What follows belongs to an exercise in optimizing a design on an open flow for small area; a production flow would make more cautious choices. Only simulation tests tie the RTL to the original design; equivalence was not proved. The clock input has no modelled driver; a real chip could not lean on it and would need a root buffer or a full tree. Power is estimated from default activity; no workload was simulated.

Setup of the reference run:
==> flow/design.v (excerpt) <==
module testcounter(clk,rst,sw1,sw2,sw3,sw4,teststart,teststop1,teststop2,
                   teststop3,teststop4,led,clkout);
  input clk;
  input rst;
  input sw1;
  input sw2;
  input sw3;
  input sw4;
  output [4:0] led;
  output teststart;
  output teststop1;
  output teststop2;
  output teststop3;
  output teststop4;
  output clkout;
  localparam [11:0] DB_RST  = 12'h1b7;
  localparam [11:0] DB_LOAD = 12'h275;
  reg [11:0] q1;
  reg [11:0] q2;
  wire [11:0] shift1 = q1 ^ DB_RST;
  wire [11:0] shift2 = q2 ^ DB_RST;
  wire z1 = ~|shift1[10:0];
  wire z2 = ~|shift2[10:0];
  wire fb1 = (shift1[11] ^ shift1[7] ^ shift1[1] ^ shift1[0]) & ~z1;
  wire fb2 = (shift2[11] ^ shift2[7] ^ shift2[1] ^ shift2[0]) & ~z2;
  wire sw3_sync = shift1[11] & z1;
  wire sw2_sync = shift2[11] & z2;
  always @(posedge clk or posedge rst)
    if (rst)       q1 <= 12'd0;
    else if (~sw3) q1 <= DB_LOAD ^ DB_RST;
    else           q1 <= {shift1[10:0], fb1} ^ DB_RST;
  always @(posedge clk or posedge rst)
    if (rst)       q2 <= 12'd0;
    else if (~sw2) q2 <= DB_LOAD ^ DB_RST;
    else           q2 <= {shift2[10:0], fb2} ^ DB_RST;
  reg trig_pulse;
  reg qm;   
  reg qb;                           
  reg [21:0] test1;
  wire bump = ~trig_pulse & qm & qb & ~test1[20];
  wire [17:0] lo_nx = {1'b0, test1[16:0]} + {17'd0, ~(test1[21] & test1[20])};
  always @(posedge clk or posedge rst)
    if (rst) test1 <= 22'd0;
    else if (trig_pulse) begin
      test1[16:0]  <= 17'd0;
      test1[21:17] <= (qm & qb) ? test1[21:17] : 5'd0;
    end else begin
      test1[16:0]  <= lo_nx[16:0];
      test1[21:17] <= test1[21:17] + {4'd0, lo_nx[17] | bump};
    end
  wire [4:0] hi = qm ? 5'd0 : test1[21:17];
  wire [21:0] t = {hi, test1[16:0]};
  wire time_5sec = test1[16] & test1[15];
  reg [2:0] ctl_nx;
  always @(*)
    case ({trig_pulse, qm, qb})
      3'b001:  ctl_nx = sw4 ? 3'b100 : 3'b101;            
      3'b010:  ctl_nx = time_5sec ? 3'b011 : 3'b010;      
      3'b011:  ctl_nx = test1[20] ? 3'b110 : 3'b111;      
      3'b101, 3'b111: ctl_nx = 3'b010;                    
  ...
==> flow/config.mk <==
export PLATFORM = sky130hd
export DESIGN_NAME = testcounter
export DESIGN_NICKNAME = testcounter
export VERILOG_FILES = /design/flow/design.v
export SDC_FILE = /design/flow/constraint.sdc
export NUM_CORES = 4
export LEC_CHECK = 0
export CAP_MARGIN = 20
export CORE_MARGIN = 2
export CORE_UTILIZATION = 80
export PLACE_DENSITY = 0.9
export SLEW_MARGIN = 20
==> flow/constraint.sdc <==
create_clock -name core_clock -period 20.0 [get_ports {clk}]
set_input_delay 4.0000 -clock core_clock [delete_from_list [all_inputs] [get_ports {clk}]]
set_output_delay 4.0000 -clock core_clock [all_outputs]
set_load 0.01 [all_outputs]
standard.sh (not shown) runs the stock make flow with config.mk's settings and CLKGATE_MAP_FILE= SYNTH_SCRIPT=/design/flow/synth_recipe.tcl, a recipe that flattens the netlist after the stock synthesis.
==> flow/flow/run.sh <==
#!/bin/bash
# Layout flow:
#  1. the standard synthesis (standard.sh synth);
#  2. a second run of the same ORFS synthesis script in a separate folder,
#     without the adder-extraction step and with an area-oriented ABC script;
#     used only if its flip-flops are exactly the standard synthesis's
#     (same instance names and cells);
#  3. the combinational gates of each netlist mapped again with several ABC
#     scripts, flip-flops left as they are; the smallest result is kept;
#  4. the standard ORFS floorplan and placement, with minimum-size port buffers;
#  5. ORFS's CTS step with TritonCTS replaced by a small clock tree: the clock
#     port drives a few clock buffers, each driving one cluster of flip-flops;
#  6. the standard ORFS flow from global routing to finish.
# Each tool's output goes to a log_*.txt file in the work folder.
set -euo pipefail
W=$(pwd)
F=$W/flow
R=$W/orfs/results/$FLOW_PLATFORM/testcounter/base
LIB=$FLOW_HOME/platforms/$FLOW_PLATFORM/lib/sky130_fd_sc_hd__tt_025C_1v80.lib
YOSYS=$(command -v yosys || echo "$FLOW_HOME/../tools/install/yosys/bin/yosys")
KNOBS=("BUFFER_PORTS_ARGS=-buffer_cell sky130_fd_sc_hd__buf_1")

bash standard.sh synth > $W/log_synth_std.txt 2>&1
cp $R/1_2_yosys.v $W/synth_std.v

# alternative synthesis
rm -rf $W/scripts_syn $W/orfs_alt
cp -r $FLOW_HOME/scripts $W/scripts_syn
cp $F/synth_area.abc $W/scripts_syn/abc_area.script
( make -C $FLOW_HOME DESIGN_CONFIG=$W/config.mk WORK_HOME=$W/orfs_alt SYNTH_SCRIPT=$W/synth_recipe.tcl \
    SCRIPTS_DIR=$W/scripts_syn ABC_AREA=1 ADDER_MAP_FILE= CLKGATE_MAP_FILE= \
    $W/orfs_alt/results/$FLOW_PLATFORM/testcounter/base/1_2_yosys.v > $W/log_synth_alt.txt 2>&1 || true )
INPUTS=(std)
ALT=$W/orfs_alt/results/$FLOW_PLATFORM/testcounter/base/1_2_yosys.v
if [[ -f $ALT ]]; then
  cp $ALT $W/synth_alt.v
  python3 $F/ffcheck.py $W/synth_std.v $W/synth_alt.v > $W/log_ffcheck_alt.txt 2>&1 || true
  if grep -qx same $W/log_ffcheck_alt.txt; then INPUTS+=(alt); fi
fi

python3 $F/gencells.py $LIB > $W/cellfuncs.v 2> $W/log_gencells.txt
export REMAP_LIB=$LIB REMAP_TOP=$FLOW_TOP REMAP_CELLS=$W/cellfuncs.v
export REMAP_DONT_USE="$(sed -n '/DONT_USE_CELLS/,/^$/p' $FLOW_HOME/platforms/$FLOW_PLATFORM/config.mk | grep -o 'sky130_fd_sc_hd__[a-z0-9_]*' | tr '\n' ' ')"
remap_one() {  # remap_one INPUT SCRIPT
  local n=${1}_$(basename $2 .abc)
  REMAP_IN=$W/synth_$1.v REMAP_ABC=$2 REMAP_STAT=$W/remap_stat_$n.txt REMAP_OUT=$W/synth_remap_$n.v \
    $YOSYS -c $F/remap.tcl > $W/log_remap_$n.txt 2>&1 || true
}
export -f remap_one
export W F YOSYS
for I in "${INPUTS[@]}"; do for A in $F/abc*.abc; do echo "$I $A"; done; done | \
  xargs -P ${NUM_CORES:-4} -L 1 bash -c 'remap_one $0 $1'
best=""; bestarea=""
for f in $W/remap_stat_*.txt; do
  n=$(basename $f .txt); n=${n#remap_stat_}
  a=$(grep -h "Chip area" $f 2>/dev/null | awk '{print $NF}' || true)
  [[ -n "$a" && -f $W/synth_remap_$n.v ]] || continue
  s=$(python3 $F/ffcheck.py $W/synth_std.v $W/synth_remap_$n.v)
  [[ "$s" == same ]] || continue
  if [[ -z "$bestarea" ]] || awk "BEGIN{exit !($a < $bestarea)}"; then best=$n; bestarea=$a; fi
done
echo "remap: inputs ${INPUTS[*]}; best $best area $bestarea" > $W/log_remap_choice.txt
if [[ -n "$best" ]]; then cp $W/synth_remap_$best.v $R/1_2_yosys.v; touch $R/1_2_yosys.v; fi

bash standard.sh "${KNOBS[@]}" place > $W/log_place.txt 2>&1

# CTS step with the manual clock tree in place of clock_tree_synthesis
rm -rf $W/scripts_cts
cp -r $FLOW_HOME/scripts $W/scripts_cts
sed -i 's|^log_cmd clock_tree_synthesis {\*}$cts_args$|source $::env(MANUAL_CTS_TCL)\nset_propagated_clock [all_clocks]|' $W/scripts_cts/cts.tcl
grep -q MANUAL_CTS_TCL $W/scripts_cts/cts.tcl
export MANUAL_CTS_TCL=$F/clocktree.tcl CLKNET_NAME=clk
export CLKBUF_CELL=${CLKBUF_CELL:-sky130_fd_sc_hd__clkbuf_8} CLKBUF_N=${CLKBUF_N:-4}
bash standard.sh "${KNOBS[@]}" SCRIPTS_DIR=$W/scripts_cts do-4_1_cts do-4_cts > $W/log_cts.txt 2>&1

bash standard.sh "${KNOBS[@]}" finish > $W/log_finish.txt 2>&1
Other scripts of this flow, unchanged in this note and not shown: flow/flow/abc1.abc, flow/flow/abc3.abc, flow/flow/abc4.abc, flow/flow/abc5.abc, flow/flow/abc6.abc, flow/flow/clocktree.tcl, flow/flow/ffcheck.py, flow/flow/gencells.py, flow/flow/remap.tcl, flow/flow/synth_area.abc
For the trial run, these inputs were changed with respect to the reference run:
diff --git a/flow/flow/run.sh b/flow/flow/run.sh
--- a/flow/flow/run.sh
+++ b/flow/flow/run.sh
@@ -9 +9,2 @@
-#     scripts, flip-flops left as they are; the smallest result is kept;
+#     scripts, flip-flops left as they are, then the smallest result mapped
+#     again with a few more; the smallest result is kept;
@@ -53,9 +54,12 @@
-best=""; bestarea=""
-for f in $W/remap_stat_*.txt; do
-  n=$(basename $f .txt); n=${n#remap_stat_}
-  a=$(grep -h "Chip area" $f 2>/dev/null | awk '{print $NF}' || true)
-  [[ -n "$a" && -f $W/synth_remap_$n.v ]] || continue
-  s=$(python3 $F/ffcheck.py $W/synth_std.v $W/synth_remap_$n.v)
-  [[ "$s" == same ]] || continue
-  if [[ -z "$bestarea" ]] || awk "BEGIN{exit !($a < $bestarea)}"; then best=$n; bestarea=$a; fi
-done
+pick_best() {  # sets best/bestarea from the remap_stat_*.txt files
+  best=""; bestarea=""
+  for f in $W/remap_stat_*.txt; do
+    n=$(basename $f .txt); n=${n#remap_stat_}
+    a=$(grep -h "Chip area" $f 2>/dev/null | awk '{print $NF}' || true)
+    [[ -n "$a" && -f $W/synth_remap_$n.v ]] || continue
+    s=$(python3 $F/ffcheck.py $W/synth_std.v $W/synth_remap_$n.v)
+    [[ "$s" == same ]] || continue
+    if [[ -z "$bestarea" ]] || awk "BEGIN{exit !($a < $bestarea)}"; then best=$n; bestarea=$a; fi
+  done
+}
+pick_best
@@ -62,0 +67,7 @@
+# second round: the best netlist mapped again with other ABC seeds
+if [[ -n "$best" ]]; then
+  cp $W/synth_remap_$best.v $W/synth_r1.v
+  for A in $F/again_*.abc; do echo "r1 $A"; done | xargs -P ${NUM_CORES:-4} -L 1 bash -c 'remap_one $0 $1'
+  pick_best
+  echo "round 2: best $best area $bestarea" >> $W/log_remap_choice.txt
+fi
==> flow/flow/abc7.abc (new file) <==
strash
&get -n
&deepsyn -T 25 -S 21
&put
strash
dch -f
amap
&get -n
&st
&deepsyn -T 25 -S 51
&put
dch -f
amap
==> flow/flow/abc8.abc (new file) <==
strash
&get -n
&deepsyn -T 25 -S 22
&put
strash
dch -f
amap
&get -n
&st
&deepsyn -T 25 -S 52
&put
dch -f
amap
==> flow/flow/again_23.abc (new file) <==
strash
&get -n
&deepsyn -T 25 -S 23
&put
strash
dch -f
amap
&get -n
&st
&deepsyn -T 25 -S 53
&put
dch -f
amap
==> flow/flow/again_24.abc (new file) <==
strash
&get -n
&deepsyn -T 25 -S 24
&put
strash
dch -f
amap
&get -n
&st
&deepsyn -T 25 -S 54
&put
dch -f
amap
==> flow/flow/again_25.abc (new file) <==
strash
&get -n
&deepsyn -T 25 -S 25
&put
strash
dch -f
amap
&get -n
&st
&deepsyn -T 25 -S 55
&put
dch -f
amap
==> flow/flow/again_26.abc (new file) <==
strash
&get -n
&deepsyn -T 25 -S 26
&put
strash
dch -f
amap
&get -n
&st
&deepsyn -T 25 -S 56
&put
dch -f
amap
## What came out
The trial run closes out successfully: all stages finished, all timing, DRC and antenna checks passed. The trial run: met3 routing resource usage after global routing is 2.3 points lower than what the reference run reported. The non-filler instance count after layout on the trial run is in line with that on the reference run. The trial run gives less portion of total power attributed to the clock network than the reference run did. Of the trial run and the reference run, it is the trial run that has the lower routing usage on met1. For the power, the trial run came in 14 uW higher than the reference run did. A cell with the largest stage delay on the worst path of sky130_fd_sc_hd__dfrtn_1 is what the trial run shows, while sky130_fd_sc_hd__a221oi_1 belongs to the reference run. Higher met2 usage was reported by the trial run, not the reference run. Compared with the reference run, the trial run shows global-route wire length before repair that has gone down slightly.
In every run of this note, the design's own scripts or RTL, not TritonCTS, make the clock network.
